This is an optimization exercise on Yosys and OpenROAD, whose aim is small area, a short achievable clock period and few clock cycles, not a production implementation.
Power figures rest on the tool's default switching activity, not on a simulated workload.

==> inputs of job 4399 <==
// LMFE
module LMFE ( clk, reset, Din, in_en, busy, out_valid, Dout, mem_cen, mem_wen, mem_addr, mem_d, mem_q);
export LEC_CHECK = 0
export CAP_MARGIN = 20
export CORE_MARGIN = 2
export CORE_UTILIZATION = 40
export SETUP_SLACK_MARGIN = 3.0
export SLEW_MARGIN = 20
create_clock -name core_clock -period 6.0 [get_ports {clk}]
run.sh (not shown) runs the stock make flow with config.mk's settings and CLKGATE_MAP_FILE= SYNTH_SCRIPT=/design/flow/synth_recipe.tcl, a recipe that flattens the netlist after the stock synthesis.
==> inputs of job 3435, as changes to job 4399 <==
--- a/flow/design.v
+++ b/flow/design.v
@@ -235,29 +235,41 @@
   assign msb[44] = P44[7];
   assign msb[45] = P45[7];
   assign msb[46] = P46[7];
   assign msb[47] = P47[7];
   assign msb[48] = P48[7];
-wire [2:0] cnt6 = {2'b0, ~msb[0]} + {2'b0, ~msb[1]} + {2'b0, ~msb[2]} +
-                  {2'b0, ~msb[3]} + {2'b0, ~msb[4]} + {2'b0, ~msb[5]};
-wire [2:0] cnt7 = cnt6 + {2'b0, ~msb[6]};
+reg  [2:0] ccr;                            
 reg  [2:0] CC0, CC1, CC2, CC3, CC4, CC5;    
-reg  [5:0] sreg;
-reg  [6:0] colact_r;
-reg  [4:0] k0_r;
-wire [5:0] sa = (colact[1] ? {3'b0, CC0} : 6'd0) + (colact[2] ? {3'b0, CC1} : 6'd0) +
-                (colact[3] ? {3'b0, CC2} : 6'd0) + (colact[4] ? {3'b0, CC3} : 6'd0) +
-                (colact[5] ? {3'b0, CC4} : 6'd0) + (colact[6] ? {3'b0, CC5} : 6'd0) +
-                (colact[0] ? {3'b0, cnt6} : 6'd0);
+reg  [5:0] sreg;                           
+reg  [6:0] colact_n, colact_r;            
+reg  [4:0] k0_n, k0_r;
+reg  [2:0] ccsel;
+always @(*) begin
+  case (k)
+    3'd1:    ccsel = colact_n[2] ? CC1 : 3'd0;
+    3'd2:    ccsel = colact_n[3] ? CC2 : 3'd0;
+    3'd3:    ccsel = colact_n[4] ? CC3 : 3'd0;
+    3'd4:    ccsel = colact_n[5] ? CC4 : 3'd0;
+    3'd5:    ccsel = colact_n[6] ? CC5 : 3'd0;
+    3'd6:    ccsel = colact_n[0] ? ccr : 3'd0;
+    default: ccsel = 3'd0;
+  endcase
+end
+wire [5:0] sbase = (k == 3'd1) ? (colact_n[1] ? {3'b0, CC0} : 6'd0) : sreg;
 always @(posedge clk) begin
+  ccr <= ((k == 3'd0) ? 3'd0 : ccr) + {2'b0, ~bus[7]};
+  if (k == 3'd0) begin
+    CC0 <= ccr; CC1 <= CC0; CC2 <= CC1; CC3 <= CC2; CC4 <= CC3; CC5 <= CC4;
+  end
+  sreg <= sbase + {3'b0, ccsel};
   if (k == 3'd0) begin
-    CC0 <= cnt7; CC1 <= CC0; CC2 <= CC1; CC3 <= CC2; CC4 <= CC3; CC5 <= CC4;
+    colact_n <= colact;
+    k0_n     <= k0;
   end
   if (k == 3'd6) begin
-    sreg     <= sa;
-    colact_r <= colact;
-    k0_r     <= k0;
+    colact_r <= colact_n;
+    k0_r     <= k0_n;
   end
 end
 wire [5:0] z7 = sreg + {5'b0, colact_r[0] & ~msb[0]};
 wire d7 = (z7 < {1'b0, k0_r});
 wire [5:0] minit = d7 ? (z7 - {1'b0, k0_r}) : (6'd0 - {1'b0, k0_r});
@@ -649,62 +661,70 @@
   assign c0_98 = (c0_82 & c0_84) | (c0_82 & c0_85) | (c0_84 & c0_85);
   wire c0_99;
   wire c0_100;
   assign c0_99 = c0_87 ^ c0_70;
   assign c0_100 = c0_87 & c0_70;
-  reg [14:0] pr0;
-  always @(posedge clk) pr0 <= {c0_88, c0_86, c0_100, c0_98, c0_96, c0_99, c0_97, c0_95, c0_94, c0_92, c0_83, c0_93, c0_91, c0_90, c0_89};
+  wire c0_101;
+  wire c0_102;
+  assign c0_101 = c0_90 ^ c0_91 ^ c0_93;
+  assign c0_102 = (c0_90 & c0_91) | (c0_90 & c0_93) | (c0_91 & c0_93);
+  wire c0_103;
+  wire c0_104;
+  assign c0_103 = c0_92 ^ c0_94 ^ c0_95;
+  assign c0_104 = (c0_92 & c0_94) | (c0_92 & c0_95) | (c0_94 & c0_95);
+  wire c0_105;
+  wire c0_106;
+  assign c0_105 = c0_97 ^ c0_99;
+  assign c0_106 = c0_97 & c0_99;
+  wire c0_107;
+  wire c0_108;
+  assign c0_107 = c0_96 ^ c0_98 ^ c0_100;
+  assign c0_108 = (c0_96 & c0_98) | (c0_96 & c0_100) | (c0_98 & c0_100);
+  wire c0_109;
+  wire c0_110;
+  assign c0_109 = c0_86 ^ c0_88;
+  assign c0_110 = c0_86 & c0_88;
+  reg [11:0] pr0;
+  always @(posedge clk) pr0 <= {c0_110, c0_108, c0_109, c0_107, c0_106, c0_104, c0_105, c0_103, c0_102, c0_83, c0_101, c0_89};
   wire cz_1;
   wire cz_2;
-  assign cz_1 = pr0[1] ^ pr0[2] ^ pr0[3];
-  assign cz_2 = (pr0[1] & pr0[2]) | (pr0[1] & pr0[3]) | (pr0[2] & pr0[3]);
+  assign cz_1 = pr0[1] ^ pr0[2] ^ mlast[1];
+  assign cz_2 = (pr0[1] & pr0[2]) | (pr0[1] & mlast[1]) | (pr0[2] & mlast[1]);
   wire cz_3;
   wire cz_4;
-  assign cz_3 = pr0[4] ^ mlast[1];
-  assign cz_4 = pr0[4] & mlast[1];
+  assign cz_3 = pr0[3] ^ pr0[4] ^ pr0[5];
+  assign cz_4 = (pr0[3] & pr0[4]) | (pr0[3] & pr0[5]) | (pr0[4] & pr0[5]);
   wire cz_5;
   wire cz_6;
-  assign cz_5 = pr0[5] ^ pr0[6] ^ pr0[7];
-  assign cz_6 = (pr0[5] & pr0[6]) | (pr0[5] & pr0[7]) | (pr0[6] & pr0[7]);
+  assign cz_5 = pr0[6] ^ pr0[7] ^ pr0[8];
+  assign cz_6 = (pr0[6] & pr0[7]) | (pr0[6] & pr0[8]) | (pr0[7] & pr0[8]);
   wire cz_7;
   wire cz_8;
-  assign cz_7 = pr0[8] ^ pr0[9] ^ mlast[2];
-  assign cz_8 = (pr0[8] & pr0[9]) | (pr0[8] & mlast[2]) | (pr0[9] & mlast[2]);
+  assign cz_7 = pr0[9] ^ mlast[3];
+  assign cz_8 = pr0[9] & mlast[3];
   wire cz_9;
   wire cz_10;
-  assign cz_9 = pr0[10] ^ pr0[11] ^ pr0[12];
-  assign cz_10 = (pr0[10] & pr0[11]) | (pr0[10] & pr0[12]) | (pr0[11] & pr0[12]);
+  assign cz_9 = pr0[10] ^ pr0[11] ^ mlast[4];
+  assign cz_10 = (pr0[10] & pr0[11]) | (pr0[10] & mlast[4]) | (pr0[11] & mlast[4]);
   wire cz_11;
   wire cz_12;
-  assign cz_11 = pr0[13] ^ pr0[14] ^ mlast[3];
-  assign cz_12 = (pr0[13] & pr0[14]) | (pr0[13] & mlast[3]) | (pr0[14] & mlast[3]);
+  assign cz_11 = cz_2 ^ cz_3 ^ mlast[2];
+  assign cz_12 = (cz_2 & cz_3) | (cz_2 & mlast[2]) | (cz_3 & mlast[2]);
   wire cz_13;
   wire cz_14;
-  assign cz_13 = cz_2 ^ cz_4 ^ cz_5;
-  assign cz_14 = (cz_2 & cz_4) | (cz_2 & cz_5) | (cz_4 & cz_5);
+  assign cz_13 = cz_4 ^ cz_5 ^ cz_7;
+  assign cz_14 = (cz_4 & cz_5) | (cz_4 & cz_7) | (cz_5 & cz_7);
   wire cz_15;
   wire cz_16;
   assign cz_15 = cz_6 ^ cz_8 ^ cz_9;
   assign cz_16 = (cz_6 & cz_8) | (cz_6 & cz_9) | (cz_8 & cz_9);
   wire cz_17;
   wire cz_18;
-  assign cz_17 = cz_10 ^ cz_12 ^ mlast[4];
-  assign cz_18 = (cz_10 & cz_12) | (cz_10 & mlast[4]) | (cz_12 & mlast[4]);
-  wire cz_19;
-  wire cz_20;
-  assign cz_19 = cz_14 ^ cz_15 ^ cz_11;
-  assign cz_20 = (cz_14 & cz_15) | (cz_14 & cz_11) | (cz_15 & cz_11);
-  wire cz_21;
-  wire cz_22;
-  assign cz_21 = cz_20 ^ cz_16 ^ cz_17;
-  assign cz_22 = (cz_20 & cz_16) | (cz_20 & cz_17) | (cz_16 & cz_17);
-  wire cz_23;
-  wire cz_24;
-  assign cz_23 = cz_22 ^ cz_18 ^ mlast[5];
-  assign cz_24 = (cz_22 & cz_18) | (cz_22 & mlast[5]) | (cz_18 & mlast[5]);
-  wire [6:0] ya = {cz_24, cz_23, cz_21, cz_19, cz_13, cz_1, pr0[0]};
-  wire [6:0] yb = {1'b0, 1'b0, 1'b0, 1'b0, cz_7, cz_3, mlast[0]};
+  assign cz_17 = cz_16 ^ cz_10 ^ mlast[5];
+  assign cz_18 = (cz_16 & cz_10) | (cz_16 & mlast[5]) | (cz_10 & mlast[5]);
+  wire [6:0] ya = {cz_18, cz_17, cz_14, cz_12, cz_11, cz_1, pr0[0]};
+  wire [6:0] yb = {1'b0, 1'b0, cz_15, cz_13, 1'b0, 1'b0, mlast[0]};
   assign y = ya + yb;
 wire d = ~y[6];
 wire [62:0] Fu = Flast & ~(tapl ^ {63{d}});
 always @(posedge clk) begin
   F1 <= {F0[61:0], 1'b0};
CORE_UTILIZATION = 60   (was 40)
CTS_BUF_LIST = sky130_fd_sc_hd__clkbuf_4   (was default)
CTS_CLUSTER_SIZE = 30   (was default)
==> inputs of job 8723, as changes to job 4399 <==
SETUP_SLACK_MARGIN = 2.5   (was 3.0)
==> qor.yml <==
row_count: 85
synth_cells: 1587
numPlacedInstances: 2296
ys_ff_latch: 714
outcome: "finished clean"
power-per-cell-area_nw_per_um2: 398.4
worst_setup_sp: "P3[7]"
path_common_cell: "fa_2"
required_ps: 6370
max-slew-margin-rel_pct: 29.84
yosys.cell_types.count: 70
wirelength_mm: 38.47
antenna_violations_before_repair: 0
The numbers above come from job 8723.

==> qor.yml <==
routed_wire_length_per_instance_um: 16.05
synth_cells: 1595
ys_ff_latch: 724
antenna_violations_before_repair: 1
row_count: 69
worst_setup_sp: "P31[2]"
power-top-group: "registers"
required_ps: 6760
clk_pin_slew_ps: 70
outcome: "finished clean"
power-per-cell-area_nw_per_um2: 360.4
routabilityCongestion: 0.8329
antenna_cells_inserted: 1
The numbers above come from job 3435.

==> qor.yml <==
wirelength_mm: 38.45
numPlacedInstances: 2297
antenna_violations_before_repair: 0
row_count: 85
outcome: "finished clean"
worst_setup_sp: "P3[7]"
ys_ff_latch: 714
max-slew-margin-rel_pct: 38.39
path_common_cell: "fa_1"
power-per-cell-area_nw_per_um2: 402.5
yosys.cell_types.count: 70
synth_cells: 1587
The numbers above come from job 4399.

No functional check of the RTL was part of any run of this note.

[what the ideal ports hide]
Ports are ideal in the flow. The routed layouts listed here were re-timed in OpenROAD.
Step 1, drivers: a clkbuf_16 drives clk and a buf_2 each remaining input, both assumed.
Step 2 moves the port delays by t, midway between the first and last clock arrival at a register: inputs arrive t later, outputs are due t later. That takes back most of the time a late clock gives input paths.
Slacks: ideal ports / drivers / drivers and shift; pairs: ideal ports / drivers.
run | t (ns) | setup WS [ns] | latest minus earliest clock arrival (ns) | pins driven straight from the clock port
job 4399 | 0.656 | 1.086 / 1.086 / 1.086 | 0.022 / 0.022 | 1
job 3435 | 0.855 | 2.801 / 2.801 / 2.635 | 0.064 / 0.065 | 1
job 8723 | 0.649 | 1.138 / 1.138 / 1.138 | 0.024 / 0.023 | 1
After both steps setup and hold are still met in every run listed. The setup slack of job 3435, which loses most, moves by 0.000 ns with the drivers and by -0.166 ns with both steps.
